This design comes from an exercise in tuning for small area and a short achievable clock period on the open sky130 flow, not from production work. The RTL was checked by simulation tests, not by an equivalence proof against the original design.

## QR_decomposition_v2
module QR_decomposition_v2(clk, rst_n,valid, in_1, in_2, in_3, in_4, out_1, out_2, out_3, out_4);
==> flow/config.mk <==
export PLATFORM = sky130hd
export DESIGN_NAME = QR_decomposition_v2
export DESIGN_NICKNAME = QR_decomposition_v2
export VERILOG_FILES = /design/flow/design.v
export SDC_FILE = /design/flow/constraint.sdc
export NUM_CORES = 4
export LEC_CHECK = 0
export ABC_AREA = 1
export ABC_CLOCK_PERIOD_IN_PS = 18000
export CAP_MARGIN = 30
export CORE_MARGIN = 2
export CORE_UTILIZATION = 35
export SETUP_SLACK_MARGIN = 0.5
export SLEW_MARGIN = 30
==> flow/constraint.sdc <==
create_clock -name core_clock -period 27.0 [get_ports {clk}]
set_input_delay 5.4000 -clock core_clock [delete_from_list [all_inputs] [get_ports {clk}]]
set_output_delay 5.4000 -clock core_clock [all_outputs]
set_load 0.01 [all_outputs]
standard.sh (not shown) runs the stock make flow with config.mk's settings and CLKGATE_MAP_FILE= SYNTH_SCRIPT=/design/flow/synth_recipe.tcl, a recipe that flattens the netlist after the stock synthesis.
==> flow/flow/run.sh <==
#!/bin/bash
# Layout flow: the standard flow with two changes.
# - Yosys does not extract full/half adder cells before ABC, so ABC maps each
#   register-to-register cone of the CORDIC adder chains as a whole.
#   Registers are unchanged.
# - Timing repair (floorplan, CTS, global route) aims for more setup slack,
#   without gate cloning,
#   than the 0.5 ns the design's settings ask for; the clock and the
#   constraints are the design's.
set -euo pipefail
MARGIN=19
sed -e 's/CLKGATE_MAP_FILE= /CLKGATE_MAP_FILE= ADDER_MAP_FILE= /' \
    -e "s/SETUP_SLACK_MARGIN=[0-9.]*/SETUP_SLACK_MARGIN=$MARGIN/" standard.sh > standard_mod.sh
grep -q 'ADDER_MAP_FILE= ' standard_mod.sh
grep -q "SETUP_SLACK_MARGIN=$MARGIN" standard_mod.sh
SKIP_GATE_CLONING=1 bash standard_mod.sh > flow_make.log 2>&1
Rerun with:
Settings changed: CORE_UTILIZATION 35 to 55, PLACE_DENSITY set to 0.72.
Final cell count falls by about 7%. Die area falls by 36%. Critical path depth falls by 5. Synthesized area is unchanged. Utilization rises by 22 points. Clock-buffer cell count falls by 27.
Rerun with:
==> flow/flow/run.sh (replaced) <==
#!/bin/bash
# Layout flow: the standard flow with these changes.
# - Yosys does not extract full/half adder cells before ABC, so ABC maps each
#   register-to-register cone of the CORDIC adder chains as a whole.
#   Registers are unchanged.
# - Timing repair aims for more setup slack than the 0.5 ns the design's
#   settings ask for, without gate cloning: 19.5 ns up to and including clock
#   tree synthesis, 18.8 ns after global routing. The clock and the
#   constraints are the design's.
set -euo pipefail
make_script() {
  sed -e 's/CLKGATE_MAP_FILE= /CLKGATE_MAP_FILE= ADDER_MAP_FILE= /' \
      -e "s/SETUP_SLACK_MARGIN=[0-9.]*/SETUP_SLACK_MARGIN=$1/" standard.sh > "$2"
  grep -q 'ADDER_MAP_FILE= ' "$2"
  grep -q "SETUP_SLACK_MARGIN=$1" "$2"
}
make_script 19.5 standard_cts.sh
make_script 18.8 standard_rest.sh
SKIP_GATE_CLONING=1 bash standard_cts.sh cts > flow_make_cts.log 2>&1
SKIP_GATE_CLONING=1 bash standard_rest.sh > flow_make.log 2>&1
Settings changed: CORE_UTILIZATION 55 to 35, PLACE_DENSITY 0.72 to not set.
Wire length climbs by 3.5%.
Area after synthesis is unchanged.
Synthesized cell count stays the same.

the reference run:
QR_decomposition_v2, a different RTL version from the one above (not shown whole).
For scale: ~38,000 cells after synthesis, about 140 I/O pins, about 200,000 sq um of cells after synthesis.
Settings: LEC_CHECK=0, ABC_AREA=1, ABC_CLOCK_PERIOD_IN_PS=18000, CAP_MARGIN=20, CORE_MARGIN=2, CORE_UTILIZATION=35, SETUP_SLACK_MARGIN=0.5, SLEW_MARGIN=20; clock period 27.0 ns.
==> flow/flow/run.sh <==
#!/bin/bash
# Layout flow: the standard flow, except that Yosys does not extract
# full/half adder cells before ABC, so ABC maps each register-to-register
# cone of the CORDIC adder chains as a whole. Registers are unchanged.
set -euo pipefail
sed 's/CLKGATE_MAP_FILE= /CLKGATE_MAP_FILE= ADDER_MAP_FILE= /' standard.sh > standard_noadders.sh
grep -q 'ADDER_MAP_FILE= ' standard_noadders.sh
bash standard_noadders.sh > flow_make.log 2>&1
Inputs modified between the reference run and the trial run:
==> flow/run.sh (new file) <==
#!/bin/bash
# synth_recipe.tcl (not shown) runs the flow's synth.tcl, then flattens the netlist and writes it again
# the make line also repeats each setting of config.mk as NAME=value (left out here)
make -C /OpenROAD-flow-scripts/flow DESIGN_CONFIG=/design/flow/config.mk WORK_HOME=/design/flow/orfs CLKGATE_MAP_FILE= SYNTH_SCRIPT=/design/flow/synth_recipe.tcl finish
removed: flow/flow/run.sh
removed: flow/standard.sh
==> run summary <==
Run comparison: the trial run destination of the critical timing path pe1.el[6].cut.xr[16]; the reference run destination of the critical timing path pe1.el[6].cut.yr[15]
[compare] base=the reference run new=the trial run: routed wire length decreased by 39% relative to the old numbers, routed via count divided by cell count decreased by 0.20 relative to the old numbers, proportion of cell area occupied by registers increased by 2.8 points relative to the old numbers.

## re-timing with driven ports
Ports are ideal in the flow. The routed layouts listed here were re-timed in OpenROAD. Step 1 sets driving cells, clkbuf_16 on the clock port and buf_2 on the other inputs (assumed; they add their load-dependent delay and slew). Step 2 moves the port delays by t, midway between the first and last clock arrival at a register: inputs arrive t later, outputs are due t later. That takes back most of the time a late clock gives input paths. Three values: ideal, step 1, step 2; two values: the first two.
run	t, ns	setup WS [ns]	hold WS [ns]	worst data-port slew with drivers (ns)	cell pins on the clock port's net
the first run of note 1	1.048	19.375 / 19.375 / 18.578	0.305 / 0.305 / 0.305	0.22	1
the second run of note 1	0.997	19.241 / 19.241 / 18.688	0.318 / 0.318 / 0.318	0.20	1
the third run of note 1	1.042	19.420 / 19.420 / 18.596	0.304 / 0.304 / 0.304	0.26	1
the reference run	1.027	15.932 / 15.932 / 15.932	0.313 / 0.313 / 0.313	0.26	1
the trial run	0.995	11.932 / 11.932 / 11.932	0.320 / 0.320 / 0.320	0.30	1
After both steps setup and hold are still met in every run listed. The setup slack of the third run of note 1, which loses most, moves by 0.000 ns with the drivers and by -0.824 ns with both steps. Setup slack includes reset recovery checks.
